What follows belongs to an exercise in optimizing a design on an open flow for small area; a production flow would make more cautious choices.
Only simulation tests tie the RTL to the original design; equivalence was not proved.
No activity file was given, so power comes from the tool's default toggle rates.

File: flow/design.v
module disp_dec(input logic [2:0] sel, input logic [3:0] hi, input logic [4:0] lo, output logic [7:0] seg);
  wire new_n21, new_n22, new_n23, new_n24, new_n25, new_n26, new_n27, new_n28, new_n29, new_n30, new_n31, new_n32, new_n33, new_n34, new_n35, new_n36, new_n37, new_n38, new_n39, new_n40, new_n41, new_n42, new_n43, new_n44, new_n45, new_n46, new_n47, new_n48, new_n49, new_n50, new_n51, new_n52, new_n53, new_n54, new_n55, new_n56, new_n57, new_n58, new_n59, new_n60, new_n61, new_n62, new_n63, new_n64, new_n65, new_n66, new_n67, new_n68, new_n69, new_n70, new_n71, new_n72, new_n73, new_n74, new_n75, new_n76, new_n77, new_n78, new_n79, new_n80, new_n81, new_n82, new_n83, new_n84, new_n85, new_n86, new_n87, new_n88, new_n89, new_n90, new_n91, new_n92, new_n93, new_n94, new_n95, new_n96, new_n97, new_n98, new_n100, new_n101, new_n102, new_n103, new_n104, new_n105, new_n106, new_n107, new_n108, new_n109, new_n110, new_n111, new_n112, new_n113, new_n114, new_n115, new_n116, new_n117, new_n118, new_n119, new_n120, new_n121, new_n122, new_n123, new_n124, new_n125, new_n126, new_n127, new_n128, new_n129, new_n130, new_n131, new_n132, new_n133, new_n134, new_n135, new_n136, new_n137, new_n138, new_n139, new_n140, new_n141, new_n142, new_n143, new_n144, new_n145, new_n146, new_n147, new_n148, new_n149, new_n150, new_n151, new_n153, new_n154, new_n155, new_n156, new_n157, new_n158, new_n159, new_n160, new_n161, new_n162, new_n163, new_n164, new_n165, new_n166, new_n167, new_n168, new_n169, new_n170, new_n171, new_n172, new_n173, new_n174, new_n175, new_n176, new_n177, new_n178, new_n179, new_n180, new_n181, new_n182, new_n183, new_n184, new_n185, new_n187, new_n188, new_n189, new_n190, new_n191, new_n192, new_n193, new_n194, new_n195, new_n196, new_n197, new_n198, new_n199, new_n200, new_n201, new_n202, new_n203, new_n204, new_n205, new_n206, new_n207, new_n208, new_n210, new_n211, new_n212, new_n213, new_n214, new_n215, new_n216, new_n217, new_n218, new_n219, new_n220, new_n221, new_n222, new_n223, new_n224, new_n225, new_n226, new_n227, new_n228, new_n229, new_n230, new_n231, new_n232, new_n233, new_n234, new_n235, new_n236, new_n237, new_n238, new_n239, new_n240, new_n241, new_n242, new_n244, new_n245, new_n246, new_n247, new_n248, new_n249, new_n250, new_n251, new_n252, new_n253, new_n254, new_n255, new_n256, new_n257, new_n258, new_n259, new_n260, new_n261, new_n262, new_n263, new_n264, new_n266, new_n267, new_n268, new_n269, new_n270, new_n271, new_n272, new_n273, new_n274, new_n275, new_n276, new_n277, new_n278, new_n279, new_n280, new_n281, new_n282, new_n283, new_n284, new_n285, new_n286, new_n287, new_n288, new_n289, new_n290, new_n291, new_n292, new_n293, new_n294, new_n295, new_n296, new_n298, new_n299, new_n300, new_n301, new_n302, new_n303;
  assign new_n21 = ~sel[2] & ~lo[4];
  assign new_n22 = ~lo[2] & new_n21;
  assign new_n23 = ~lo[1] & new_n22;
  assign new_n24 = lo[3] & new_n21;
  assign new_n25 = lo[0] & new_n24;
  assign new_n26 = ~new_n23 & ~new_n25;
  assign new_n27 = ~sel[0] & ~new_n26;
  assign new_n28 = ~sel[2] & ~lo[2];
  assign new_n29 = ~sel[0] & new_n21;
  assign new_n30 = ~new_n28 & ~new_n29;
  assign new_n31 = ~lo[0] & ~lo[1];
  assign new_n32 = ~lo[3] & new_n31;
  assign new_n33 = ~new_n30 & new_n32;
  assign new_n34 = ~sel[2] & lo[4];
  assign new_n35 = ~lo[0] & lo[1];
  assign new_n36 = lo[3] & new_n35;
  assign new_n37 = ~lo[2] & ~new_n36;
  assign new_n38 = ~lo[1] & lo[3];
  assign new_n39 = lo[0] & new_n38;
  assign new_n40 = lo[2] & ~new_n39;
  assign new_n41 = new_n34 & ~new_n37;
  assign new_n42 = ~new_n40 & new_n41;
  assign new_n43 = ~new_n27 & ~new_n33;
  assign new_n44 = ~new_n42 & new_n43;
  assign new_n45 = sel[2] & hi[1];
  assign new_n46 = hi[0] & new_n45;
  assign new_n47 = ~sel[0] & sel[1];
  assign new_n48 = hi[2] & new_n47;
  assign new_n49 = new_n46 & new_n48;
  assign new_n50 = lo[3] & ~new_n31;
  assign new_n51 = sel[0] & ~sel[1];
  assign new_n52 = ~sel[2] & new_n51;
  assign new_n53 = ~new_n50 & new_n52;
  assign new_n54 = ~hi[0] & new_n45;
  assign new_n55 = ~new_n47 & ~new_n51;
  assign new_n56 = new_n54 & new_n55;
  assign new_n57 = ~sel[2] & lo[2];
  assign new_n58 = lo[1] & ~lo[3];
  assign new_n59 = sel[0] & new_n57;
  assign new_n60 = new_n58 & new_n59;
  assign new_n61 = lo[2] & new_n21;
  assign new_n62 = lo[1] & lo[3];
  assign new_n63 = lo[0] & new_n62;
  assign new_n64 = new_n61 & new_n63;
  assign new_n65 = ~sel[0] & ~sel[1];
  assign new_n66 = ~sel[2] & new_n65;
  assign new_n67 = sel[2] & hi[3];
  assign new_n68 = ~new_n21 & ~new_n67;
  assign new_n69 = ~new_n66 & new_n68;
  assign new_n70 = ~new_n64 & ~new_n69;
  assign new_n71 = new_n57 & new_n65;
  assign new_n72 = ~lo[4] & new_n62;
  assign new_n73 = new_n71 & new_n72;
  assign new_n74 = new_n70 & ~new_n73;
  assign new_n75 = lo[0] & new_n58;
  assign new_n76 = ~new_n51 & ~new_n75;
  assign new_n77 = new_n28 & ~new_n76;
  assign new_n78 = ~lo[3] & new_n35;
  assign new_n79 = new_n61 & new_n78;
  assign new_n80 = ~sel[1] & ~hi[2];
  assign new_n81 = new_n45 & new_n80;
  assign new_n82 = sel[2] & ~hi[1];
  assign new_n83 = sel[0] & sel[1];
  assign new_n84 = ~sel[0] & ~hi[2];
  assign new_n85 = sel[1] & ~hi[0];
  assign new_n86 = sel[0] & hi[2];
  assign new_n87 = ~new_n84 & ~new_n85;
  assign new_n88 = ~new_n86 & new_n87;
  assign new_n89 = new_n82 & ~new_n83;
  assign new_n90 = ~new_n88 & new_n89;
  assign new_n91 = ~new_n49 & ~new_n81;
  assign new_n92 = ~new_n53 & ~new_n56;
  assign new_n93 = ~new_n60 & ~new_n79;
  assign new_n94 = new_n92 & new_n93;
  assign new_n95 = ~new_n77 & new_n91;
  assign new_n96 = ~new_n90 & new_n95;
  assign new_n97 = new_n74 & new_n94;
  assign new_n98 = new_n96 & new_n97;
  assign seg[0] = new_n44 & new_n98;
  assign new_n100 = ~hi[2] & new_n67;
  assign new_n101 = hi[1] & new_n100;
  assign new_n102 = hi[2] & new_n67;
  assign new_n103 = ~hi[0] & new_n102;
  assign new_n104 = ~new_n101 & ~new_n103;
  assign new_n105 = new_n83 & ~new_n104;
  assign new_n106 = new_n38 & new_n51;
  assign new_n107 = ~lo[0] & new_n38;
  assign new_n108 = ~sel[1] & new_n107;
  assign new_n109 = ~new_n106 & ~new_n108;
  assign new_n110 = new_n57 & ~new_n109;
  assign new_n111 = lo[0] & new_n23;
  assign new_n112 = ~lo[3] & new_n83;
  assign new_n113 = new_n111 & new_n112;
  assign new_n114 = new_n22 & new_n35;
  assign new_n115 = lo[0] & ~lo[3];
  assign new_n116 = new_n61 & new_n115;
  assign new_n117 = ~new_n114 & ~new_n116;
  assign new_n118 = ~sel[1] & ~new_n117;
  assign new_n119 = new_n85 & new_n101;
  assign new_n120 = ~sel[0] & lo[1];
  assign new_n121 = ~new_n50 & ~new_n120;
  assign new_n122 = ~sel[0] & new_n62;
  assign new_n123 = ~sel[1] & new_n34;
  assign new_n124 = ~new_n122 & new_n123;
  assign new_n125 = ~new_n121 & new_n124;
  assign new_n126 = ~new_n119 & ~new_n125;
  assign new_n127 = new_n36 & new_n52;
  assign new_n128 = new_n34 & new_n65;
  assign new_n129 = ~lo[2] & new_n128;
  assign new_n130 = hi[1] & new_n65;
  assign new_n131 = new_n102 & new_n130;
  assign new_n132 = hi[0] & new_n67;
  assign new_n133 = sel[1] & ~hi[1];
  assign new_n134 = sel[0] & ~hi[2];
  assign new_n135 = new_n133 & ~new_n134;
  assign new_n136 = new_n132 & new_n135;
  assign new_n137 = new_n22 & new_n78;
  assign new_n138 = sel[0] & new_n137;
  assign new_n139 = new_n36 & new_n47;
  assign new_n140 = lo[1] & new_n112;
  assign new_n141 = ~new_n139 & ~new_n140;
  assign new_n142 = new_n61 & ~new_n141;
  assign new_n143 = ~new_n127 & ~new_n129;
  assign new_n144 = ~new_n131 & ~new_n136;
  assign new_n145 = new_n143 & new_n144;
  assign new_n146 = ~new_n138 & new_n145;
  assign new_n147 = ~new_n105 & ~new_n110;
  assign new_n148 = ~new_n113 & ~new_n118;
  assign new_n149 = new_n126 & ~new_n142;
  assign new_n150 = new_n148 & new_n149;
  assign new_n151 = new_n146 & new_n147;
  assign seg[1] = ~new_n150 | ~new_n151;
  assign new_n153 = lo[0] & ~lo[2];
  assign new_n154 = new_n34 & ~new_n153;
  assign new_n155 = ~new_n103 & ~new_n154;
  assign new_n156 = new_n65 & ~new_n155;
  assign new_n157 = new_n21 & ~new_n141;
  assign new_n158 = sel[1] & ~lo[0];
  assign new_n159 = new_n61 & new_n158;
  assign new_n160 = lo[2] & new_n34;
  assign new_n161 = ~sel[1] & new_n160;
  assign new_n162 = ~new_n159 & ~new_n161;
  assign new_n163 = lo[3] & ~new_n162;
  assign new_n164 = ~hi[1] & new_n100;
  assign new_n165 = new_n38 & new_n61;
  assign new_n166 = ~new_n164 & ~new_n165;
  assign new_n167 = sel[0] & ~new_n166;
  assign new_n168 = ~new_n65 & new_n137;
  assign new_n169 = lo[0] & ~new_n38;
  assign new_n170 = new_n21 & new_n83;
  assign new_n171 = new_n169 & new_n170;
  assign new_n172 = ~new_n127 & ~new_n171;
  assign new_n173 = ~lo[2] & ~new_n172;
  assign new_n174 = ~new_n55 & new_n116;
  assign new_n175 = hi[0] & new_n133;
  assign new_n176 = hi[2] & new_n83;
  assign new_n177 = ~new_n175 & ~new_n176;
  assign new_n178 = new_n67 & ~new_n177;
  assign new_n179 = ~new_n168 & ~new_n174;
  assign new_n180 = ~new_n178 & new_n179;
  assign new_n181 = new_n126 & ~new_n156;
  assign new_n182 = ~new_n157 & ~new_n163;
  assign new_n183 = ~new_n167 & ~new_n173;
  assign new_n184 = new_n182 & new_n183;
  assign new_n185 = new_n180 & new_n181;
  assign seg[2] = ~new_n184 | ~new_n185;
  assign new_n187 = ~new_n65 & ~new_n84;
  assign new_n188 = ~hi[0] & ~new_n187;
  assign new_n189 = ~new_n176 & ~new_n188;
  assign new_n190 = new_n82 & ~new_n189;
  assign new_n191 = ~sel[0] & new_n57;
  assign new_n192 = new_n78 & new_n191;
  assign new_n193 = ~sel[1] & new_n21;
  assign new_n194 = sel[2] & ~hi[2];
  assign new_n195 = new_n65 & new_n194;
  assign new_n196 = ~sel[0] & ~new_n75;
  assign new_n197 = sel[0] & ~new_n35;
  assign new_n198 = new_n28 & ~new_n197;
  assign new_n199 = ~new_n196 & new_n198;
  assign new_n200 = new_n46 & ~new_n86;
  assign new_n201 = new_n55 & new_n200;
  assign new_n202 = ~new_n193 & ~new_n195;
  assign new_n203 = ~new_n192 & new_n202;
  assign new_n204 = new_n70 & new_n203;
  assign new_n205 = ~new_n111 & ~new_n199;
  assign new_n206 = ~new_n201 & new_n205;
  assign new_n207 = ~new_n190 & new_n204;
  assign new_n208 = new_n206 & new_n207;
  assign seg[3] = new_n44 & new_n208;
  assign new_n210 = ~new_n47 & new_n114;
  assign new_n211 = ~hi[1] & new_n102;
  assign new_n212 = ~sel[1] & ~hi[0];
  assign new_n213 = sel[0] & ~new_n212;
  assign new_n214 = ~new_n65 & new_n67;
  assign new_n215 = ~new_n213 & new_n214;
  assign new_n216 = ~lo[4] & new_n127;
  assign new_n217 = lo[2] & new_n38;
  assign new_n218 = lo[0] & ~new_n58;
  assign new_n219 = new_n128 & new_n218;
  assign new_n220 = ~new_n217 & new_n219;
  assign new_n221 = hi[0] & new_n102;
  assign new_n222 = ~sel[1] & new_n221;
  assign new_n223 = new_n22 & new_n83;
  assign new_n224 = lo[3] & new_n223;
  assign new_n225 = ~new_n71 & ~new_n170;
  assign new_n226 = new_n115 & ~new_n225;
  assign new_n227 = new_n104 & ~new_n116;
  assign new_n228 = sel[0] & ~new_n227;
  assign new_n229 = new_n39 & new_n47;
  assign new_n230 = ~new_n47 & new_n107;
  assign new_n231 = ~new_n106 & ~new_n112;
  assign new_n232 = ~new_n229 & new_n231;
  assign new_n233 = ~new_n230 & new_n232;
  assign new_n234 = new_n61 & ~new_n233;
  assign new_n235 = ~new_n211 & ~new_n215;
  assign new_n236 = ~new_n210 & new_n235;
  assign new_n237 = ~new_n216 & ~new_n220;
  assign new_n238 = ~new_n222 & ~new_n224;
  assign new_n239 = ~new_n226 & new_n238;
  assign new_n240 = new_n236 & new_n237;
  assign new_n241 = new_n239 & new_n240;
  assign new_n242 = ~new_n228 & ~new_n234;
  assign seg[4] = ~new_n241 | ~new_n242;
  assign new_n244 = ~new_n25 & ~new_n194;
  assign new_n245 = new_n65 & ~new_n244;
  assign new_n246 = new_n21 & ~new_n83;
  assign new_n247 = ~new_n35 & new_n246;
  assign new_n248 = new_n34 & ~new_n38;
  assign new_n249 = ~new_n58 & new_n248;
  assign new_n250 = ~new_n247 & ~new_n249;
  assign new_n251 = ~lo[2] & ~new_n250;
  assign new_n252 = new_n54 & new_n176;
  assign new_n253 = ~new_n28 & ~new_n246;
  assign new_n254 = new_n32 & ~new_n253;
  assign new_n255 = new_n57 & new_n140;
  assign new_n256 = new_n107 & new_n160;
  assign new_n257 = ~new_n34 & ~new_n57;
  assign new_n258 = new_n78 & ~new_n257;
  assign new_n259 = ~new_n252 & ~new_n256;
  assign new_n260 = ~new_n258 & new_n259;
  assign new_n261 = ~new_n254 & ~new_n255;
  assign new_n262 = new_n260 & new_n261;
  assign new_n263 = new_n74 & ~new_n245;
  assign new_n264 = ~new_n251 & new_n263;
  assign seg[5] = new_n262 & new_n264;
  assign new_n266 = hi[1] & new_n51;
  assign new_n267 = new_n103 & ~new_n266;
  assign new_n268 = lo[2] & ~new_n58;
  assign new_n269 = ~new_n169 & ~new_n268;
  assign new_n270 = new_n128 & ~new_n269;
  assign new_n271 = ~new_n39 & ~new_n58;
  assign new_n272 = new_n170 & ~new_n271;
  assign new_n273 = ~new_n83 & new_n116;
  assign new_n274 = new_n61 & ~new_n83;
  assign new_n275 = ~new_n128 & ~new_n274;
  assign new_n276 = new_n107 & ~new_n275;
  assign new_n277 = new_n28 & new_n65;
  assign new_n278 = new_n78 & new_n277;
  assign new_n279 = sel[1] & new_n35;
  assign new_n280 = new_n24 & new_n279;
  assign new_n281 = hi[1] & new_n47;
  assign new_n282 = new_n132 & new_n281;
  assign new_n283 = new_n164 & new_n213;
  assign new_n284 = ~new_n133 & new_n221;
  assign new_n285 = ~new_n38 & ~new_n115;
  assign new_n286 = new_n223 & ~new_n285;
  assign new_n287 = ~new_n114 & ~new_n278;
  assign new_n288 = ~new_n280 & ~new_n282;
  assign new_n289 = new_n287 & new_n288;
  assign new_n290 = ~new_n267 & ~new_n270;
  assign new_n291 = ~new_n272 & ~new_n273;
  assign new_n292 = ~new_n283 & ~new_n284;
  assign new_n293 = ~new_n286 & new_n292;
  assign new_n294 = new_n290 & new_n291;
  assign new_n295 = ~new_n276 & new_n289;
  assign new_n296 = new_n294 & new_n295;
  assign seg[6] = ~new_n293 | ~new_n296;
  assign new_n298 = ~lo[2] & new_n31;
  assign new_n299 = lo[3] & ~new_n298;
  assign new_n300 = sel[0] & ~new_n299;
  assign new_n301 = ~sel[1] & ~new_n300;
  assign new_n302 = new_n34 & ~new_n301;
  assign new_n303 = new_n65 & new_n100;
  assign seg[7] = new_n302 | new_n303;
endmodule
module sequencer(
    input  logic CLK100MHZ,
    input  logic rst,
    input  logic BTNU, BTND, BTNL, BTNR, BTNC, CPU_RESETN,
    input  logic SW15,SW14,SW13,SW12,SW11,SW10,SW9,SW8,SW7,SW6,SW5,SW4,SW3,SW2,SW1,SW0,
    output logic [15:0] LED,
    output logic LED16_R,
    output logic LED17_R, LED17_G, LED17_B,
    output logic [7:0] AN,
    output logic DP,CG,CF,CE,CD,CC,CB,CA,
    output logic AUD_PWM,
    output logic AUD_SD
);
localparam logic PLAY = 1'b0, STOP = 1'b1;
localparam logic [1:0] STEP = 2'd0, SETTING_NAME = 2'd1, SETTING_VALUE = 2'd2;
localparam logic [2:0] SIGNAL = 3'd0, NOTE = 3'd5;
localparam logic[7:0] A_SSEG = 8'h77, B_SSEG = 8'h7C, C_SSEG = 8'h39, D_SSEG = 8'h5E,
                      E_SSEG = 8'h79, F_SSEG = 8'h71, G_SSEG = 8'h3D, H_SSEG = 8'h76,
                      I_SSEG = 8'h30, K_SSEG = 8'h75, N_SSEG = 8'h37, L_SSEG = 8'h38,
                      O_SSEG = 8'h3F, P_SSEG = 8'h73, Q_SSEG = 8'h6F, R_SSEG = 8'h33,
                      S_SSEG = 8'h6D, T_SSEG = 8'h78, U_SSEG = 8'h3E, V_SSEG = 8'h3E,
                      Y_SSEG = 8'h6E, DP_SSEG = 8'h80;
localparam logic[7:0] ZERO_SSEG = 8'h3F, ONE_SSEG = 8'h06, TWO_SSEG = 8'h5B, THREE_SSEG = 8'h4F,
                      FOUR_SSEG = 8'h66, FIVE_SSEG = 8'h6D, SIX_SSEG = 8'h7D, SEVEN_SSEG = 8'h07,
                      EIGHT_SSEG = 8'h7F, NINE_SSEG = 8'h6F;
logic meta, reset;
always_ff @(posedge CLK100MHZ) begin
  meta  <= rst;
  reset <= rst | meta;
end
logic [7:0] refresh;
wire [7:0] refreshInc;
ha_chain #(8) u_refresh(.a(refresh), .ci(1'b1), .s(refreshInc), .co());
always_ff @(posedge CLK100MHZ)
  if (rst) refresh <= 8'd0;
  else     refresh <= refreshInc;
wire tick0 = (refresh[3:0] == 4'd0);    
wire tick9 = (refresh[3:0] == 4'd9);    
wire [5:0] btn_in = {CPU_RESETN, BTNC, BTNR, BTNL, BTND, BTNU};
logic [5:0] db;
logic [1:0] wcnt [0:5];
logic [5:0] dn;
logic [5:0] pulse;
genvar gb;
generate
  for (gb = 0; gb < 6; gb = gb + 1) begin : g_btn
    wire d  = (btn_in[gb] ^ db[gb]) & ~rst;
    wire c1 = wcnt[gb][1];
    wire c0 = wcnt[gb][0];
    always_ff @(posedge CLK100MHZ) begin
      wcnt[gb][1] <= d & (c1 ^ (tick0 & c0));
      wcnt[gb][0] <= d & (~(c1 | c0) | (c0 ^ tick0));
      db[gb]      <= ~rst & (db[gb] ^ (d & tick0 & c1 & c0));
    end
    always_ff @(posedge CLK100MHZ)
      if (tick0) dn[gb] <= ~db[gb];
    assign pulse[gb] = db[gb] & dn[gb] & tick9;
  end
endgenerate
wire UP = pulse[0], DOWN = pulse[1], LEFT = pulse[2], RIGHT = pulse[3];
wire CENTER = pulse[4], RESET = pulse[5];
logic playState, playStateNext;
always_ff @(posedge CLK100MHZ) begin
  if (rst) begin
    playState     <= STOP;
    playStateNext <= STOP;
    LED16_R       <= 1'b1;
  end
  else begin
    playState <= RESET ? STOP : playStateNext;
    if (CENTER) playStateNext <= ~playState;
    LED16_R <= playState;
  end
end
wire playing = (playState == PLAY);
localparam logic [11:0] TEMPO_LAST = 12'd105;     
localparam logic [12:0] BLINK_LAST = 13'd5664;    
logic [11:0] tempoCnt;
logic [12:0] blinkCnt;
wire tempoTick  = (tempoCnt == TEMPO_LAST);
wire blinkTick  = (blinkCnt == BLINK_LAST);
always_ff @(posedge CLK100MHZ) begin
  if (reset || tempoTick) tempoCnt <= 12'd0;
  else tempoCnt <= {tempoCnt[10:0], ~(tempoCnt[11] ^ tempoCnt[5] ^ tempoCnt[3] ^ tempoCnt[0])};
  if (reset || blinkTick) blinkCnt <= 13'd0;
  else blinkCnt <= {blinkCnt[11:0], ~(blinkCnt[12] ^ blinkCnt[2])};
end
logic [3:0] audioStepState;
wire [3:0] audioStepInc;
ha_chain #(4) u_astep(.a(audioStepState), .ci(tempoTick & playing), .s(audioStepInc), .co());
always_ff @(posedge CLK100MHZ)
  if (rst) audioStepState <= 4'd0;
  else     audioStepState <= audioStepInc;
logic [3:0] menuStepState;
logic [2:0] menuHorizontalState;
logic [1:0] menuVerticalState;
logic [15:0] sigArr;      
wire inValue = (menuVerticalState == SETTING_VALUE);
logic [4:0] curNote;      
wire noteWr = inValue && (menuHorizontalState == NOTE) && (LEFT ^ RIGHT);
wire [4:0] noteT = curNote ^ {5{~RIGHT}};
wire [4:0] noteU;
ha_chain #(5) u_note(.a(noteT), .ci(1'b1), .s(noteU), .co());
wire [4:0] noteNew = noteU ^ {5{~RIGHT}};
wire inStep = (menuVerticalState == STEP);
wire stepDec = inStep & LEFT;
wire [3:0] stepT = menuStepState ^ {4{stepDec}};
wire [3:0] stepU;
ha_chain #(4) u_step(.a(stepT), .ci(inStep & (LEFT | RIGHT)), .s(stepU), .co());
wire [3:0] stepNext = stepU ^ {4{stepDec}};
wire sigTgl = inValue && (menuHorizontalState == SIGNAL) && (UP ^ DOWN);
function automatic logic [2:0] hNext(input logic [2:0] h);
  if (h == 3'd2)      hNext = 3'd4;
  else if (h == 3'd4) hNext = 3'd6;
  else if (h == 3'd6) hNext = 3'd1;
  else if (h == 3'd1) hNext = 3'd3;
  else if (h == 3'd3) hNext = 3'd0;
  else if (h == 3'd0) hNext = 3'd5;
  else                hNext = 3'd2;
endfunction
function automatic logic [2:0] hPrev(input logic [2:0] h);
  if (h == 3'd4)      hPrev = 3'd2;
  else if (h == 3'd6) hPrev = 3'd4;
  else if (h == 3'd1) hPrev = 3'd6;
  else if (h == 3'd3) hPrev = 3'd1;
  else if (h == 3'd0) hPrev = 3'd3;
  else if (h == 3'd5) hPrev = 3'd0;
  else                hPrev = 3'd5;
endfunction
always_ff @(posedge CLK100MHZ) begin
  if (rst) begin
    menuStepState       <= 4'd0;
    menuHorizontalState <= NOTE;
    menuVerticalState   <= STEP;
  end
  else begin
    menuStepState <= stepNext;
    case (menuVerticalState)
      STEP: begin
        if (DOWN) menuVerticalState <= SETTING_NAME;
      end
      SETTING_NAME: begin
        if (DOWN)    menuVerticalState <= SETTING_VALUE;
        else if (UP) menuVerticalState <= STEP;
        if (RIGHT)     menuHorizontalState <= hNext(menuHorizontalState);
        else if (LEFT) menuHorizontalState <= hPrev(menuHorizontalState);
      end
      default: begin
        if (UP) menuVerticalState <= SETTING_NAME;
      end
    endcase
  end
end
genvar gs;
generate
  for (gs = 0; gs < 16; gs = gs + 1) begin : g_step
    always_ff @(posedge CLK100MHZ)
      if (rst) sigArr[gs] <= gs[0];
      else if (sigTgl && (4'd15 - menuStepState) == gs) sigArr[gs] <= ~sigArr[gs];
  end
endgenerate
logic [4:0] ring [0:15];
logic curNoteValid;
logic ringClr;
logic [4:0] audNote;
wire [3:0] ringStep = refresh[3:0];
wire hitM = (ringStep == menuStepState);
wire hitA = (ringStep == audioStepState);
wire [4:0] ringOut = ringClr ? 5'd3 : ring[0];
wire ownM = hitM & curNoteValid;
wire [4:0] ringIn = ownM ? (noteWr ? noteNew : curNote) : ringOut;
wire stepMove = inStep & (LEFT | RIGHT);
always_ff @(posedge CLK100MHZ) begin
  for (int k = 0; k < 15; k = k + 1) ring[k] <= ring[k+1];
  ring[15] <= ringIn;
end
always_ff @(posedge CLK100MHZ) begin
  if (rst) begin
    ringClr      <= 1'b1;
    curNote      <= 5'd3;
    curNoteValid <= 1'b1;
    audNote      <= 5'd3;
  end
  else begin
    if (ringStep == 4'd15) ringClr <= 1'b0;
    if (noteWr) curNote <= noteNew;
    else if (hitM & ~curNoteValid) curNote <= ringOut;
    if (stepMove) curNoteValid <= 1'b0;
    else if (hitM) curNoteValid <= 1'b1;
    if (hitA) audNote <= ringIn;
    else if (noteWr && menuStepState == audioStepState) audNote <= noteNew;
  end
end
logic [3:0] dispHi;
logic [4:0] dispLo;
always_ff @(posedge CLK100MHZ) begin
  if (rst) begin
    dispHi <= 4'd0;
    dispLo <= 5'd0;
  end
  else begin
    case (menuVerticalState)
      STEP: begin
        dispHi <= 4'd15;
        dispLo <= {1'b1, menuStepState};
      end
      SETTING_NAME: begin
        dispHi <= {1'b1, menuHorizontalState};
        dispLo <= 5'd0;
      end
      default: begin
        if (menuHorizontalState == NOTE) begin
          if (curNote < 5'd12) dispLo <= curNote + 5'd1;
        end
        else if (menuHorizontalState == SIGNAL)
          dispLo <= sigArr[menuStepState] ? 5'd14 : 5'd13;
      end
    endcase
  end
end
logic [2:0] sel;
logic [7:0] seg;
assign sel = refresh[7:5];
disp_dec u_dec(.sel(sel), .hi(dispHi), .lo(dispLo), .seg(seg));
assign AN = ~(8'd1 << sel);
assign {DP,CG,CF,CE,CD,CC,CB,CA} = ~seg;
always_ff @(posedge CLK100MHZ)
  LED <= {SW15,SW14,SW13,SW12,SW11,SW10,SW9,SW8,SW7,SW6,SW5,SW4,SW3,SW2,SW1,SW0};
always_ff @(posedge CLK100MHZ) begin
  if (rst) begin
    LED17_R <= 1'b0;
    LED17_G <= 1'b0;
    LED17_B <= 1'b0;
  end
  else if (blinkTick) begin
    if (playing) begin
      LED17_R <= ~LED17_G;
      LED17_G <= ~LED17_B;
      LED17_B <= LED17_G;
    end
    else begin
      LED17_R <= 1'b0;
      LED17_G <= 1'b0;
      LED17_B <= 1'b0;
    end
  end
end
function automatic logic [18:0] fccwOf(input logic [3:0] c);
  fccwOf = 19'd0;
  if (c == 4'd0) fccwOf = 19'd4724;
  else if (c == 4'd1) fccwOf = 19'd5005;
  else if (c == 4'd2) fccwOf = 19'd5303;
  else if (c == 4'd3) fccwOf = 19'd5618;
  else if (c == 4'd4) fccwOf = 19'd5952;
  else if (c == 4'd5) fccwOf = 19'd6306;
  else if (c == 4'd6) fccwOf = 19'd6681;
  else if (c == 4'd7) fccwOf = 19'd7079;
  else if (c == 4'd8) fccwOf = 19'd7500;
  else if (c == 4'd9) fccwOf = 19'd7946;
  else if (c == 4'd10) fccwOf = 19'd8418;
  else if (c == 4'd11) fccwOf = 19'd8919;
  else if (c == 4'd15) fccwOf = 19'd514724;
endfunction
logic [3:0] fcode;       
always_ff @(posedge CLK100MHZ)
  if (rst) fcode <= 4'd14;
  else if (tempoTick)
    fcode <= LED[4'd15 - audioStepState] ? ((audNote < 5'd12) ? audNote[3:0] : 4'd12) : 4'd15;
wire soundOn = ~(fcode[3] & fcode[2] & fcode[1]);
logic [18:0] phaseLo;
logic [10:0] phaseHi;
logic [3:0] phaseCy;
wire [18:0] phaseLoSum;
wire [10:0] phaseHiSum;
wire phaseLoCo;
fa_chain #(19) u_phlo(.a(phaseLo), .b(fccwOf(fcode)), .ci(1'b0), .s(phaseLoSum), .co(phaseLoCo));
ha_chain #(11) u_phhi(.a(phaseHi), .ci(phaseCy[3]), .s(phaseHiSum), .co());
always_ff @(posedge CLK100MHZ) begin
  if (reset) begin
    phaseLo <= 19'd0;
    phaseCy <= 4'd0;
    phaseHi <= 11'd0;
  end
  else begin
    phaseLo <= phaseLoSum;
    phaseCy <= {phaseCy[2:0], phaseLoCo};
    phaseHi <= phaseHiSum;
  end
end
logic [2:0] sigDly, enDly;
always_ff @(posedge CLK100MHZ) begin
  sigDly <= {sigDly[1:0], sigArr[audioStepState]};
  enDly  <= {enDly[1] , enDly[0] & ~reset, soundOn & playing};
end
function automatic logic [14:0] qsin(input logic [6:0] j);
  case (j)
    7'd0: qsin = 15'd0;
    7'd1: qsin = 15'd706;
    7'd2: qsin = 15'd1413;
    7'd3: qsin = 15'd2119;
    7'd4: qsin = 15'd2823;
    7'd5: qsin = 15'd3525;
    7'd6: qsin = 15'd4225;
    7'd7: qsin = 15'd4923;
    7'd8: qsin = 15'd5618;
    7'd9: qsin = 15'd6310;
    7'd10: qsin = 15'd6997;
    7'd11: qsin = 15'd7681;
    7'd12: qsin = 15'd8360;
    7'd13: qsin = 15'd9034;
    7'd14: qsin = 15'd9702;
    7'd15: qsin = 15'd10364;
    7'd16: qsin = 15'd11021;
    7'd17: qsin = 15'd11670;
    7'd18: qsin = 15'd12313;
    7'd19: qsin = 15'd12948;
    7'd20: qsin = 15'd13576;
    7'd21: qsin = 15'd14195;
    7'd22: qsin = 15'd14806;
    7'd23: qsin = 15'd15408;
    7'd24: qsin = 15'd16000;
    7'd25: qsin = 15'd16583;
    7'd26: qsin = 15'd17156;
    7'd27: qsin = 15'd17718;
    7'd28: qsin = 15'd18270;
    7'd29: qsin = 15'd18811;
    7'd30: qsin = 15'd19341;
    7'd31: qsin = 15'd19858;
    7'd32: qsin = 15'd20364;
    7'd33: qsin = 15'd20858;
    7'd34: qsin = 15'd21338;
    7'd35: qsin = 15'd21807;
    7'd36: qsin = 15'd22262;
    7'd37: qsin = 15'd22704;
    7'd38: qsin = 15'd23132;
    7'd39: qsin = 15'd23546;
    7'd40: qsin = 15'd23946;
    7'd41: qsin = 15'd24331;
    7'd42: qsin = 15'd24702;
    7'd43: qsin = 15'd25058;
    7'd44: qsin = 15'd25399;
    7'd45: qsin = 15'd25724;
    7'd46: qsin = 15'd26034;
    7'd47: qsin = 15'd26329;
    7'd48: qsin = 15'd26608;
    7'd49: qsin = 15'd26869;
    7'd50: qsin = 15'd27116;
    7'd51: qsin = 15'd27346;
    7'd52: qsin = 15'd27559;
    7'd53: qsin = 15'd27756;
    7'd54: qsin = 15'd27936;
    7'd55: qsin = 15'd28100;
    7'd56: qsin = 15'd28246;
    7'd57: qsin = 15'd28376;
    7'd58: qsin = 15'd28487;
    7'd59: qsin = 15'd28583;
    7'd60: qsin = 15'd28661;
    7'd61: qsin = 15'd28721;
    7'd62: qsin = 15'd28765;
    7'd63: qsin = 15'd28791;
    7'd64: qsin = 15'd28799;
    default: qsin = 15'd0;
  endcase
endfunction
wire [7:0] addr = phaseHi[10:3];
wire [6:0] qidx = addr[6] ? (7'd64 - {1'b0, addr[5:0]}) : {1'b0, addr[5:0]};
wire [14:0] mag = sigDly[2] ? 15'd4394 : qsin(qidx);
wire zeroPt = ~sigDly[2] & (addr == 8'd128);
wire en = enDly[2] & ~zeroPt;
wire [15:0] dacIn = {~(en & addr[7]), en ? (mag ^ {15{addr[7]}}) : 15'd0};
logic [16:0] acc;
wire [15:0] accSum;
wire accCo;
fa_chain #(16) u_acc(.a(acc[15:0]), .b(dacIn), .ci(1'b0), .s(accSum), .co(accCo));
always_ff @(posedge CLK100MHZ)
  if (reset) acc <= 17'd0;
  else       acc <= {accCo, accSum};
assign AUD_PWM = acc[16];
assign AUD_SD  = 1'b1;
endmodule
module ha_chain #(parameter W = 8) (
  input  logic [W-1:0] a,
  input  logic ci,
  output logic [W-1:0] s,
  output logic co
);
  logic [W:0] c;
  assign c[0] = ci;
  genvar i;
  generate
    for (i = 0; i < W; i = i + 1) begin : g
      assign s[i]   = a[i] ^ c[i];
      assign c[i+1] = a[i] & c[i];
    end
  endgenerate
  assign co = c[W];
endmodule
module fa_chain #(parameter W = 8) (
  input  logic [W-1:0] a,
  input  logic [W-1:0] b,
  input  logic ci,
  output logic [W-1:0] s,
  output logic co
);
  logic [W:0] c;
  assign c[0] = ci;
  genvar i;
  generate
    for (i = 0; i < W; i = i + 1) begin : g
      assign s[i]   = a[i] ^ b[i] ^ c[i];
      assign c[i+1] = (a[i] & b[i]) | (c[i] & (a[i] ^ b[i]));
    end
  endgenerate
  assign co = c[W];
endmodule
File: flow/flow/run.sh
#!/bin/bash
# Own layout flow: the standard flow (standard.sh: the standard synthesis script and ORFS's
# make targets) with three changes:
# - ABC maps the combinational logic for area (resyn2 twice, &dch -f, &nf) instead of ORFS's
#   area script (dch; map -B 0.9; buffer).  It runs after the flip-flops are mapped, so the registers,
#   their names and cells are the standard synthesis's.
# - the port buffers are sky130_fd_sc_hd__buf_1 (buffer_ports would pick a larger cell);
# - clock tree synthesis uses the standard arguments, clkbuf_8 buffers, clusters of at most
#   15 sinks, and no dummy loads.
# Every tool's output goes to the ORFS logs under orfs/logs and to make_finish.log here.
set -euo pipefail
work=$(pwd)
rm -rf "$work/scripts_local"
cp -r "$FLOW_HOME/scripts" "$work/scripts_local"
cat > "$work/scripts_local/abc_area.script" <<'ABC'
strash
balance; rewrite; refactor; balance; rewrite; rewrite -z; balance; refactor -z; rewrite -z; balance
balance; rewrite; refactor; balance; rewrite; rewrite -z; balance; refactor -z; rewrite -z; balance
&get -n
&dch -f
&nf -R 1000
&put
topo
ABC
bash standard.sh \
  "SCRIPTS_DIR=$work/scripts_local" \
  "BUFFER_PORTS_ARGS=-buffer_cell sky130_fd_sc_hd__buf_1" \
  "CTS_ARGS=-sink_clustering_enable -repair_clock_nets -dont_use_dummy_load -sink_clustering_size 15 -sink_clustering_max_diameter 60 -buf_list sky130_fd_sc_hd__clkbuf_8" \
  finish > make_finish.log 2>&1
File: flow/standard.sh
#!/bin/bash
# synth_recipe.tcl (not shown) runs the flow's synth.tcl, then flattens the netlist and writes it again
# the make line also repeats each setting of config.mk as NAME=value (left out here)
make -C /OpenROAD-flow-scripts/flow DESIGN_CONFIG=/design/flow/config.mk WORK_HOME=/design/flow/orfs CLKGATE_MAP_FILE= SYNTH_SCRIPT=/design/flow/synth_recipe.tcl "${@:-finish}"
File: flow/config.mk
export PLATFORM = sky130hd
export DESIGN_NAME = sequencer
export DESIGN_NICKNAME = sequencer
export VERILOG_FILES = /design/flow/design.v
export SDC_FILE = /design/flow/constraint.sdc
export NUM_CORES = 4
export LEC_CHECK = 0
export ABC_AREA = 1
export CAP_MARGIN = 20
export CORE_AREA = 10 10 190 190
export CTS_BUF_LIST = sky130_fd_sc_hd__clkbuf_8
export CTS_CLUSTER_DIAMETER = 60
export CTS_CLUSTER_SIZE = 15
export DIE_AREA = 0 0 200 200
export SLEW_MARGIN = 20
File: flow/constraint.sdc
create_clock -name core_clock -period 10.0 [get_ports {CLK100MHZ}]
set_input_delay 2.0000 -clock core_clock [delete_from_list [all_inputs] [get_ports {CLK100MHZ}]]
set_output_delay 2.0000 -clock core_clock [all_outputs]
set_load 0.01 [all_outputs]
==> results of run 1 <==
## cell families (layout without fill, tap and decap cells)
family / Yosys count / after routing / share of synthesized area [%]
other cells: 1 / 2 / 0.0306
buf+inv: 60 / 170 / 1.87
flops: 272 / 272 / 44.9
compound gates: 317 / 317 / 15.7
simple gates: 506 / 506 / 19.9
fa+ha+maj: 87 / 87 / 10.9
xor+xnor: 64 / 64 / 4.57
mux: 14 / 14 / 2.07
## placed cells by master, fill, tap and decap left out, drive strengths merged, types with 52 or more instances in the layout
cell type  netlist  routed
dfxtp          266     266
nor2           148     148
o21ai          103     103
nand2           99      99
a21oi           94      94
buf              1      85
nor2b           59      59
clkinv          59      57
ha              54      54
nor3            52      52
## power groups by stage
stage / Sequential, mW / Combinational (mW) / Clock [mW]
floorplan: 1.17 / 0.0386 / 0
global placement: 1.18 / 0.0649 / 0
detailed placement: 1.18 / 0.0664 / 0
CTS: 1.15 / 0.0668 / 0.580
global route: 1.16 / 0.0759 / 0.620
finish: 1.15 / 0.0656 / 0.549
## worst register-to-register path, delay by kind of cell, from the launching register on
kind | cells | cell delay (ns)
buffers and inverters | 4 | 0.54
AOI/OAI and AO/OA | 7 | 1.05
adders and majority gates | 18 | 6.98
and+or+nand+nor | 4 | 0.38
DFF | 1 | 0.33
## how the worst max path moves through the flow
stage / start / endpoint / slack, ns
2_1_floorplan: phaseHi[3]$_SDFF_PP0_ / acc[15]$_SDFF_PP0_ / 0.09
3_3_place_gp: phaseHi[3]$_SDFF_PP0_ / acc[15]$_SDFF_PP0_ / 0.53
3_5_place_dp: phaseHi[3]$_SDFF_PP0_ / acc[15]$_SDFF_PP0_ / 0.51
4_1_cts: phaseHi[3]$_SDFF_PP0_ / acc[15]$_SDFF_PP0_ / 0.41
5_1_grt: phaseHi[3]$_SDFF_PP0_ / acc[15]$_SDFF_PP0_ / 0.008
6_report: phaseHi[3]$_SDFF_PP0_ / acc[15]$_SDFF_PP0_ / 0.56
## registers in the layout, summed over array words and instances, names as in the netlist, 6 cells and up
signal / cells
ring: 80
phaseLo: 19
acc: 17
LED: 16
sigArr: 16
blinkCnt: 13
tempoCnt: 12
wcnt: 12
phaseHi: 11
refresh: 8
db: 6
dn: 6
## per-layer routing
layer	global-route usage, %	vias to the layer above	wire length, um
li1	-	4892	-
met1	20.6	4645	13900
met2	22.5	309	12500
met3	2.78	58	1870
met4	4.23	0	795
met5	0	-	0
## area by class of cell
type	instances	area, um2
Fill cell	3155	18200
Antenna cell	1	2.50
Tap cell	435	544
Inverter	59	224
Timing Repair Buffer	86	422
Clock buffer	25	344
Multi-Input combinational cell	989	6560
Sequential cell	272	5510
==> notes.md, run 1 <==
status=timing/DRC/antenna clean; Crit path max-delay family=adder cells; max incr delay on CP=roughly 0.44 ns; Final ANT Viol Nets=0; CTS clk-pin slew, worst paths=roughly 0.07 ns; hold wc startpoint=ring[3][3]$_DFF_P_; crit path kind=flop to flop; CTS tree=built; most common flop cell mapped by yosys=dfxtp_1; Internal Power=roughly 1.4 mW; worst-margin pin slew=0.870 ns; clock power share=around 31%; Max Slew Vio Count=0; Layout area overhead=11.0%; TritonCTS Buffers=25; die width=200 um; cts-stage hold buffer count=0; Layout Utilization=a little over two fifths; crit path max fanout=7; PortBufs=60; Bufs and invs on worst path=4; Syn Inst Count=about 1,300; Routability Congestion=0.935; Netlist cell types=56; Tmin final=about 9.4 ns; synthesized net count=about 1,400; Layout Skew=around 0.08 ns; initial antenna violation count=0; CP max stage cell=fa_1; setup violators final=0; top-count cell post-synth=dfxtp_1; drt wl/cell=15.6 um; Rel. slew slack=about 42%; row count=65; Avg Cell Area, Syn=about 9.3 um2; vias in the first global route=9,549; maximum vdd drop=approximately 0.10 mV; final worst slack=0.556 ns; list of most frequent post-synthesis cells=266 x dfxtp_1, 148 x nor2_1, 103 x o21ai_0; pwr/cell area=around 130 nW/um2; worst endpoint required time=10.38 ns; reg2reg start=phaseHi[3]$_SDFF_PP0_; area of the mapped netlist=12,300 um2; switch share=21.9%; cell depth of the worst setup path=33; critical path's most frequent cell=fa_1; filler-free cell count of the finished design=1,867; area fraction of the dominant cell type after synthesis=~43%; maxcap violations=0; post-CTS setup buffer count=0; EDFF count, synth=6; RSZ-0062 raised after global routing=no; post_cts resized=0; Placed Cells=1,841; Max Fclk=about 110 MHz; Setup crit start kind=flop; Hold Path End=ring[2][3]$_DFF_P_; R2R cell count=33; hold path depth=0; Pwr Total=between 1.5 and 2 mW; sequential share of power=between 60% and 70%; Post-DP Area=roughly 13,000 um2; clk root buf=clkbuf_8; routed vias/inst=between 5 and 6; Sw Pwr=0.387 mW; clock buffer depth=3; Final nets=~1,500; H-Tree Depth=1; Leak Pwr=4.89 nW; Worst Path Arrival=between 9 and 10 ns; vias after detailed routing=approximately 10,000; share of cells above drive strength 1=under 10%; Worst R2R End=acc[15]$_SDFF_PP0_; combinational power share=around 3.7%; post-route design area=around 14,000 um2; hold slack=0.326 ns; detailed router's first-iteration violation count=742; Register-to-Register Setup Slack=approximately 0.56 ns; dpl hpwl=~21,000 um; die area=approximately 40,000 um2; CP Capture Type=flop; worst skew pair latency=around 0.57 ns; Total GRT Usage=14.7%; Setup WS pre-CTS=0.512 ns; ys async rst share=0%; cell taking the most area after synthesis=dfxtp_1; io pins=62; first-pass GRT wire length=between 40,000 and 50,000 um; Hold WC Path Type=flop to flop; Final Hold Vio Count=0; global route total overflow=0; drt total wl=a little under 30,000 um; Die Y=~200 um; Fin Setup TNS=0 ns; register area share after synthesis=between 40% and 50%; synth top area cells=dfxtp_1 43%, ha_1 5.5%, fa_1 5.4%; Initial Utilization=38.5%; Synth Warn #=3; TritonRoute pass-1 iters=7; Sink Count=~270; Synth Register Bits=~270; DRC Markers=0; largest net degree at the start of global routing=65; core box area=between 30,000 and 40,000 um2; fin crit share=a little over nine tenths
==> run 2, diff against run 1 <==
--- a/flow/design.v
+++ b/flow/design.v
@@ -580,77 +580,78 @@
   enDly  <= {enDly[1] , enDly[0] & ~reset, soundOn & playing};
 end
-function automatic logic [14:0] qsin(input logic [6:0] j);
+function automatic logic [14:0] qsin(input logic [5:0] j);
   case (j)
-    7'd0: qsin = 15'd0;
-    7'd1: qsin = 15'd706;
-    7'd2: qsin = 15'd1413;
-    7'd3: qsin = 15'd2119;
-    7'd4: qsin = 15'd2823;
-    7'd5: qsin = 15'd3525;
-    7'd6: qsin = 15'd4225;
-    7'd7: qsin = 15'd4923;
-    7'd8: qsin = 15'd5618;
-    7'd9: qsin = 15'd6310;
-    7'd10: qsin = 15'd6997;
-    7'd11: qsin = 15'd7681;
-    7'd12: qsin = 15'd8360;
-    7'd13: qsin = 15'd9034;
-    7'd14: qsin = 15'd9702;
-    7'd15: qsin = 15'd10364;
-    7'd16: qsin = 15'd11021;
-    7'd17: qsin = 15'd11670;
-    7'd18: qsin = 15'd12313;
-    7'd19: qsin = 15'd12948;
-    7'd20: qsin = 15'd13576;
-    7'd21: qsin = 15'd14195;
-    7'd22: qsin = 15'd14806;
-    7'd23: qsin = 15'd15408;
-    7'd24: qsin = 15'd16000;
-    7'd25: qsin = 15'd16583;
-    7'd26: qsin = 15'd17156;
-    7'd27: qsin = 15'd17718;
-    7'd28: qsin = 15'd18270;
-    7'd29: qsin = 15'd18811;
-    7'd30: qsin = 15'd19341;
-    7'd31: qsin = 15'd19858;
-    7'd32: qsin = 15'd20364;
-    7'd33: qsin = 15'd20858;
-    7'd34: qsin = 15'd21338;
-    7'd35: qsin = 15'd21807;
-    7'd36: qsin = 15'd22262;
-    7'd37: qsin = 15'd22704;
-    7'd38: qsin = 15'd23132;
-    7'd39: qsin = 15'd23546;
-    7'd40: qsin = 15'd23946;
-    7'd41: qsin = 15'd24331;
-    7'd42: qsin = 15'd24702;
-    7'd43: qsin = 15'd25058;
-    7'd44: qsin = 15'd25399;
-    7'd45: qsin = 15'd25724;
-    7'd46: qsin = 15'd26034;
-    7'd47: qsin = 15'd26329;
-    7'd48: qsin = 15'd26608;
-    7'd49: qsin = 15'd26869;
-    7'd50: qsin = 15'd27116;
-    7'd51: qsin = 15'd27346;
-    7'd52: qsin = 15'd27559;
-    7'd53: qsin = 15'd27756;
-    7'd54: qsin = 15'd27936;
-    7'd55: qsin = 15'd28100;
-    7'd56: qsin = 15'd28246;
-    7'd57: qsin = 15'd28376;
-    7'd58: qsin = 15'd28487;
-    7'd59: qsin = 15'd28583;
-    7'd60: qsin = 15'd28661;
-    7'd61: qsin = 15'd28721;
-    7'd62: qsin = 15'd28765;
-    7'd63: qsin = 15'd28791;
-    7'd64: qsin = 15'd28799;
+    6'd0: qsin = 15'd0;
+    6'd1: qsin = 15'd706;
+    6'd2: qsin = 15'd1413;
+    6'd3: qsin = 15'd2119;
+    6'd4: qsin = 15'd2823;
+    6'd5: qsin = 15'd3525;
+    6'd6: qsin = 15'd4225;
+    6'd7: qsin = 15'd4923;
+    6'd8: qsin = 15'd5618;
+    6'd9: qsin = 15'd6310;
+    6'd10: qsin = 15'd6997;
+    6'd11: qsin = 15'd7681;
+    6'd12: qsin = 15'd8360;
+    6'd13: qsin = 15'd9034;
+    6'd14: qsin = 15'd9702;
+    6'd15: qsin = 15'd10364;
+    6'd16: qsin = 15'd11021;
+    6'd17: qsin = 15'd11670;
+    6'd18: qsin = 15'd12313;
+    6'd19: qsin = 15'd12948;
+    6'd20: qsin = 15'd13576;
+    6'd21: qsin = 15'd14195;
+    6'd22: qsin = 15'd14806;
+    6'd23: qsin = 15'd15408;
+    6'd24: qsin = 15'd16000;
+    6'd25: qsin = 15'd16583;
+    6'd26: qsin = 15'd17156;
+    6'd27: qsin = 15'd17718;
+    6'd28: qsin = 15'd18270;
+    6'd29: qsin = 15'd18811;
+    6'd30: qsin = 15'd19341;
+    6'd31: qsin = 15'd19858;
+    6'd32: qsin = 15'd20364;
+    6'd33: qsin = 15'd20858;
+    6'd34: qsin = 15'd21338;
+    6'd35: qsin = 15'd21807;
+    6'd36: qsin = 15'd22262;
+    6'd37: qsin = 15'd22704;
+    6'd38: qsin = 15'd23132;
+    6'd39: qsin = 15'd23546;
+    6'd40: qsin = 15'd23946;
+    6'd41: qsin = 15'd24331;
+    6'd42: qsin = 15'd24702;
+    6'd43: qsin = 15'd25058;
+    6'd44: qsin = 15'd25399;
+    6'd45: qsin = 15'd25724;
+    6'd46: qsin = 15'd26034;
+    6'd47: qsin = 15'd26329;
+    6'd48: qsin = 15'd26608;
+    6'd49: qsin = 15'd26869;
+    6'd50: qsin = 15'd27116;
+    6'd51: qsin = 15'd27346;
+    6'd52: qsin = 15'd27559;
+    6'd53: qsin = 15'd27756;
+    6'd54: qsin = 15'd27936;
+    6'd55: qsin = 15'd28100;
+    6'd56: qsin = 15'd28246;
+    6'd57: qsin = 15'd28376;
+    6'd58: qsin = 15'd28487;
+    6'd59: qsin = 15'd28583;
+    6'd60: qsin = 15'd28661;
+    6'd61: qsin = 15'd28721;
+    6'd62: qsin = 15'd28765;
+    6'd63: qsin = 15'd28791;
     default: qsin = 15'd0;
   endcase
 endfunction
+localparam logic [14:0] QPEAK = 15'd28799;
 wire [7:0] addr = phaseHi[10:3];
-wire [6:0] qidx = addr[6] ? (7'd64 - {1'b0, addr[5:0]}) : {1'b0, addr[5:0]};
-wire [14:0] mag = sigDly[2] ? 15'd4394 : qsin(qidx);
+wire [5:0] qidx = addr[6] ? (6'd0 - addr[5:0]) : addr[5:0];
+wire qpeak = addr[6] & (addr[5:0] == 6'd0);
+wire [14:0] mag = sigDly[2] ? 15'd4394 : (qpeak ? QPEAK : qsin(qidx));
 wire zeroPt = ~sigDly[2] & (addr == 8'd128);
 wire en = enDly[2] & ~zeroPt;
==> notes.md, run 2 <==
Netlist cell types=60 (+7.1%); TritonRoute pass-1 iters=5 (-2); Initial Utilization=38.3% (-0.20 points); Worst Path Arrival=9.80 ns (-0.02 ns); row count=65 (unchanged); Max Fclk=106 MHz (-0.13%); Post-DP Area=13,200 um2 (about the same); setup violators final=0 (unchanged); list of most frequent post-synthesis cells=266 x dfxtp_1, 154 x nor2_1, 106 x nand2_1; CP max stage cell=fa_1; Layout Skew=0.120 ns (+0.0402 ns); Total GRT Usage=14.5% (-0.19 points); biggest regs=ring (80), phaseLo (19), acc (17); die area=40,000 um2 (unchanged); largest net degree at the start of global routing=89 (+37%); area of the mapped netlist=12,200 um2 (-0.51%); post-route design area=13,600 um2 (+0.19%); status=timing/DRC/antenna clean; Final ANT Viol Nets=0 (unchanged); critical path's most frequent cell=fa_1; worst-margin pin slew=0.906 ns (+0.0358 ns); Sink Count=272 (unchanged); n_diodes=0 (-1); most common flop cell mapped by yosys=dfxtp_1; TritonCTS Buffers=25 (unchanged); Setup crit start kind=flop; crit path kind=flop to flop; reg2reg start=phaseHi[3]$_SDFF_PP0_; CP Capture Type=flop; clock buffer depth=3 (unchanged); crit path max fanout=14 (+7); initial antenna violation count=0 (unchanged); routed vias/inst=5.24 (-1.1%); die width=200 um (unchanged); io pins=62 (unchanged); vias after detailed routing=9,759 (-1.5%); Tmin final=9.46 ns (+0.0121 ns); register area share after synthesis=45.2% (+0.23 points); Final Hold Vio Count=0 (unchanged); global route total overflow=0 (unchanged); PortBufs=60 (unchanged); pwr/cell area=132 nW/um2 (+1.4%); Synth Warn #=3 (unchanged); Max Slew Vio Count=0 (unchanged); Die Y=200 um (unchanged); share of cells above drive strength 1=5.40% (+0.58 points); Syn Inst Count=1,316 (-0.38%); Top reg by flops=ring; H-Tree Depth=1 (unchanged); fin crit share=94.6% (+0.12 points); Hold WC Path Type=flop to flop; drt total wl=28,800 um (-0.80%); synthesized net count=1,422 (-0.70%); synth top area cells=dfxtp_1 44%, fa_1 5.4%, ha_1 5.0%; detailed router's first-iteration violation count=592 (-20%); maximum vdd drop=0.101 mV (+0.16%); first-pass GRT wire length=48,700 um (-0.89%); hold slack=0.225 ns (-0.101 ns); cell taking the most area after synthesis=dfxtp_1; ys async rst share=0% (unchanged); dpl hpwl=20,600 um (-1.9%); Leak Pwr=4.84 nW (-0.91%); drt wl/cell=15.5 um (-0.48%); worst skew pair latency=0.58 ns (about the same); CTS clk-pin slew, worst paths=0.09 ns (+0.02 ns); worst endpoint required time=10.34 ns (-0.04 ns); EDFF count, synth=6 (unchanged); DRC Markers=0 (unchanged); max reg flops=80 (unchanged); most frequent cells in the layout=264 x dfxtp_1, 152 x nor2_1, 106 x nand2_1; Avg Cell Area, Syn=9.27 um2 (-0.13%); worst setup path startpoint=phaseHi[3]$_SDFF_PP0_; top-count cell post-synth=dfxtp_1; core box area=31,800 um2 (unchanged); Synth Register Bits=272 (unchanged); Layout area overhead=11.7%; Final nets=1,534 (-0.65%); vias in the first global route=9,536 (-0.14%); hold wc startpoint=ring[7][0]$_DFF_P_; CTS tree=built; maxcap violations=0 (unchanged); max incr delay on CP=0.43 ns (about the same); area fraction of the dominant cell type after synthesis=43.7% (+0.22 points); clk root buf=clkbuf_8; Routability Congestion=0.937 (+0.14%); commonest non-fill, non-tap cell in the layout=dfxtp_1; Rel. slew slack=39.6% (-2.0 points)
[run 2: changes by cell type after synthesis, sizes merged, moves of 5 or more]
cell   previous run  this run
o21ai           103        77
or3              15         4
a21oi            94        85
nand2            99       106
nand3            45        52
nor3             52        59
nor2            148       154
ha               54        49
[run 2: per-stage QoR]
stage          TNS, ns  power (mW)  setup WS (ns)  instances  util (%)
3_3_place_gp         0        1.27          0.423       1836      41.6
5_1_grt        -0.0167        1.88        -0.0167       1861      42.8
4_1_cts              0        1.83          0.307       1861      42.7
6_report             0        1.79          0.544       1861      42.8
3_5_place_dp         0        1.27          0.318       1836      41.6
2_1_floorplan        0        1.24         0.0350       1316         -
[run 2: path summary, 6_finish.rpt]
| check | end | slack (ns) | cells after the start |
|---|---|---|---|
| setup / recovery | acc[15]$_SDFF_PP0_ | 0.54 | 33 |
| hold / removal | ring[6][0]$_DFF_P_ | 0.23 | 0 |
| setup reg to reg | acc[15]$_SDFF_PP0_ | 0.54 | 33 |
| hold reg to reg | ring[6][0]$_DFF_P_ | 0.23 | 0 |
[run 2: critical path, delay by kind of cell (launching register included)]
kind / cells / cell delay (ns)
AO/OA/AOI/OAI: 5 / 0.83
adder cells (fa/ha/maj): 17 / 6.52
XOR/XNOR: 2 / 0.43
buffers and inverters: 4 / 0.50
flip-flops: 1 / 0.32
AND/OR/NAND/NOR: 5 / 0.72
[run 2: cells by family (layout without fill, tap and decap cells)]
kind of cell	after synthesis	count (layout)	synth area share, %
adders and majority gates	82	82	10.4
DFF	272	272	45.2
xor gates and xnor gates	61	61	4.38
muxes	11	11	1.93
buffers and inverters	63	173	1.97
other	1	1	0.0308
and+or+nand+nor	527	527	20.7
AOI/OAI and AO/OA	299	299	15.4
[run 2: final cells by class]
| cell class | instances | area (um2) |
|---|---|---|
| sequential | 272 | 5510 |
| inverter | 62 | 238 |
| timing repair buffer | 86 | 422 |
| tap | 435 | 544 |
| clock buffer | 25 | 344 |
| fill | 3133 | 18200 |
| multi-input combinational | 981 | 6570 |
[run 2: repair_timing]
action / 4_1_cts / 5_1_grt
setup endpoints to repair: 0 / 1
hold buffers: 0 / 0
gates resized for setup: 0 / 7
buffers inserted: 0 / 0
[run 2: report_power, final]
| part | internal [mW] | switching, mW |
|---|---|---|
| sequential | 1.15 | 0.0246 |
| clock | 0.222 | 0.326 |
| combinational | 0.0264 | 0.0423 |
[run 2: metal layers]
metal  vias up  track usage (%)  share of wire, %
met4         0             3.56               1.9
met3        45             2.53               6.2
met2       312             23.1                44
met1      4541             20.0                48
met5         -                0                 0
li1       4861                -                 -
==> run 3, diff against run 2 <==
--- a/flow/flow/run.sh
+++ b/flow/flow/run.sh
@@ -2,5 +2,5 @@
 # Own layout flow: the standard flow (standard.sh: the standard synthesis script and ORFS's
 # make targets) with three changes:
-# - ABC maps the combinational logic for area (resyn2 twice, &dch -f, &nf) instead of ORFS's
+# - ABC maps the combinational logic for area (resyn2 twice, &deepsyn, &dch -f, &nf) instead of ORFS's
 #   area script (dch; map -B 0.9; buffer).  It runs after the flip-flops are mapped, so the registers,
 #   their names and cells are the standard synthesis's.
@@ -18,4 +18,5 @@
 balance; rewrite; refactor; balance; rewrite; rewrite -z; balance; refactor -z; rewrite -z; balance
 &get -n
+&deepsyn -T 30
 &dch -f
 &nf -R 1000
==> notes.md, run 3 <==
Hold WC Path Type=flop to flop; filler-free cell count of the finished design=1,840 (-1.1%); PortBufs=60 (unchanged); sequential share of power=63.6% (-2.0 points); clock power share=31.3% (+0.7 points); cts-stage hold buffer count=0 (unchanged); worst endpoint required time=10.38 ns (+0.04 ns); fin crit share=94.0% (-0.52 points); Max Fclk=106 MHz (+0.55%); Tmin final=9.40 ns (-0.0520 ns); row count=65 (unchanged); Leak Pwr=4.72 nW (-2.6%); most frequent cells in the layout=265 x dfxtp_1, 169 x nor2_1, 108 x nand2_1; top-count cell post-synth=dfxtp_1; routed vias/inst=5.23 (-0.17%); maxcap violations=0 (unchanged); commonest non-fill, non-tap cell in the layout=dfxtp_1; Routability Congestion=0.912 (-2.6%); Synth Warn #=3 (unchanged); Syn Inst Count=1,292 (-1.8%); area of the mapped netlist=11,900 um2 (-2.6%); synth top area cells=dfxtp_1 45%, fa_1 5.6%, nor2_1 5.3%; reg2reg start=phaseHi[3]$_SDFF_PP0_; die area=40,000 um2 (unchanged); Fin Setup TNS=0 ns (unchanged); CTS clk-pin slew, worst paths=0.09 ns (about the same); status=timing/DRC/antenna clean; CP Capture Type=flop; vias after detailed routing=9,632 (-1.3%); max incr delay on CP=0.59 ns (+0.16 ns); clk root buf=clkbuf_8; share of cells above drive strength 1=4.20% (-1.2 points); Final Hold Vio Count=0 (unchanged); Synth Register Bits=272 (unchanged); hold wc startpoint=ring[6][0]$_DFF_P_; detailed router's first-iteration violation count=595 (+0.51%); critical path's most frequent cell=fa_1; n_diodes=0 (unchanged); RSZ-0062 raised after global routing=no; CP max stage cell=nor2_1; CTS tree=built; core box area=31,800 um2 (unchanged); initial antenna violation count=0 (unchanged); Final ANT Viol Nets=0 (unchanged); first-pass GRT wire length=48,200 um (-0.92%); largest net degree at the start of global routing=68 (-24%); vias in the first global route=9,208 (-3.4%); crit path kind=flop to flop; setup violators final=0 (unchanged); Placed Cells=1,813 (-1.3%); Total GRT Usage=14.7% (+0.15 points); io pins=62 (unchanged); worst-margin pin slew=1.03 ns (+0.127 ns); Sw Pwr=0.405 mW (+2.9%); drt total wl=29,700 um (+3.0%); global route total overflow=0 (unchanged); Internal Power=1.36 mW (-3.3%); hold slack=0.305 ns (+0.0799 ns); TritonCTS Buffers=25 (unchanged); Netlist cell types=61 (+1.7%); worst setup path startpoint=phaseHi[3]$_SDFF_PP0_; Avg Cell Area, Syn=9.19 um2 (-0.80%); fill cell count=3,220 (+2.8%); Layout area overhead=11.3%; EDFF count, synth=6 (unchanged); worst skew pair latency=0.56 ns (-0.02 ns); drt wl/cell=16.1 um (+4.1%); Layout Skew=0.0525 ns (-0.0678 ns); biggest regs=ring (80), phaseLo (19), acc (17); maximum vdd drop=0.103 mV (+2.3%); list of most frequent post-synthesis cells=266 x dfxtp_1, 169 x nor2_1, 108 x nand2_1; pwr/cell area=133 nW/um2 (+1.1%); clock buffer depth=3 (unchanged); area fraction of the dominant cell type after synthesis=44.8% (+1.2 points); Register-to-Register Setup Slack=0.60 ns (+0.05 ns); cell taking the most area after synthesis=dfxtp_1; register area share after synthesis=46.4% (+1.2 points); max reg flops=80 (unchanged); combinational power share=5.0% (+1.2 points); ys async rst share=0% (unchanged); Setup crit start kind=flop; Rel. slew slack=30.6% (-9.0 points); H-Tree Depth=1 (unchanged); TritonRoute pass-1 iters=5 (unchanged); most common flop cell mapped by yosys=dfxtp_1; Sink Count=272 (unchanged); switch share=23.0% (+1.1 points); Final nets=1,513 (-1.4%); die width=200 um (unchanged); synthesized net count=1,398 (-1.7%); Worst Path Arrival=9.78 ns (-0.02 ns); Top reg by flops=ring; dpl hpwl=22,000 um (+6.5%); Max Slew Vio Count=0 (unchanged); Die Y=200 um (unchanged); DRC Markers=0 (unchanged); crit path max fanout=10 (-4); Initial Utilization=37.3% (-1.0 points)
## run 3: cell types whose count changed after synthesis, sizes merged, moves of 8 or more
cell,delta
nand2b,-8
clkinv,+9
o21ai,-14
and3,-8
nor2,+15
xor2,-14
a311oi,-10
nor3,-15
mux4,-10
o22ai,+10
## run 3: cell families after synthesis
group | Yosys count | synth area share (%)
and+or+nand+nor | 514 | 20.4
other | 1 | 0.0316
DFF | 272 | 46.4
buffers and inverters | 72 | 2.31
muxes | 7 | 0.590
AOI/OAI and AO/OA | 294 | 15.9
adders and majority gates | 82 | 10.7
xor gates and xnor gates | 50 | 3.69
## run 3: stage by stage
step / setup WS (ns) / total power, mW / area (um2) / utilization (%)
after floorplan: 0.0784 / 1.20 / 11900 / -
after global placement: 0.706 / 1.23 / 12900 / 40.4
after detailed placement: 0.549 / 1.23 / 12900 / 40.4
after CTS: 0.479 / 1.79 / 13200 / 41.5
after global routing: 0.0226 / 1.84 / 13200 / 41.6
final: 0.596 / 1.76 / 13200 / 41.6
## run 3: path summary, 6_finish.rpt
path / endpoint / cells past startpoint
worst max-delay path: acc[15]$_SDFF_PP0_ / 30
worst min register to register: ring[5][0]$_DFF_P_ / 0
worst min-delay path: ring[5][0]$_DFF_P_ / 0
worst max register to register: acc[15]$_SDFF_PP0_ / 30
## run 3: final cells by class
class / count / area [um2] / area share, %
clock buffer: 25 / 344 / 2.60
inverter: 71 / 270 / 2.04
multi-input combinational: 948 / 6110 / 46.2
sequential: 272 / 5510 / 41.7
tap: 435 / 544 / 4.12
timing repair buffer: 89 / 444 / 3.36
## run 3: repair_timing
item | in CTS | in global routing
resized for setup | 0 | 1
setup endpoints to repair | 0 | 1
setup buffers | 0 | 2
## run 3: critical path: cells and delay by family, from the launching register on
kind | cells | cell delay [ns]
AO/OA/AOI/OAI | 4 | 0.62
adder cells (fa/ha/maj) | 17 | 6.54
buffers and inverters | 5 | 0.78
flip-flops | 1 | 0.34
AND/OR/NAND/NOR | 4 | 0.92
## run 3: power by group through the flow
stage | Sequential (mW) | Clock, mW | Combinational, mW
after global routing | 1.12 | 0.621 | 0.101
after CTS | 1.12 | 0.584 | 0.0898
after detailed placement | 1.15 | 0 | 0.0892
after floorplan | 1.14 | 0 | 0.0562
final | 1.12 | 0.551 | 0.0886
after global placement | 1.15 | 0 | 0.0878
## run 3: per-layer routing
layer | GRT usage, % | vias up | routed length [um]
met3 | 1.89 | 59 | 1220
met1 | 19.1 | 4536 | 13600
li1 | - | 4778 | -
met5 | 0 | - | 0
met4 | 3.95 | 0 | 772
met2 | 25.0 | 259 | 14000

==> separate check: timing with driven ports <==
How much do the figures lean on ideal ports? The routed layouts below were timed once more, with nothing changed but the port constraints. Step 1: set_driving_cell puts a clkbuf_16 on CLK100MHZ and a buf_2 on each other input, an assumption about the parent block. Step 2 also shifts input and output timing later by t, the mid clock arrival at the registers, as if the neighbouring blocks saw the same clock. a / b / c = ideal / step 1 / step 2; a / b = the first two.
run | shift t [ns] | setup WS [ns] | pins driven straight from the clock port
run 1 | 0.573 | 0.556 / 0.556 / 0.556 | 1
run 2 | 0.561 | 0.544 / 0.544 / 0.544 | 1
run 3 | 0.576 | 0.596 / 0.596 / 0.596 | 1
After both steps every run listed still meets setup and hold.
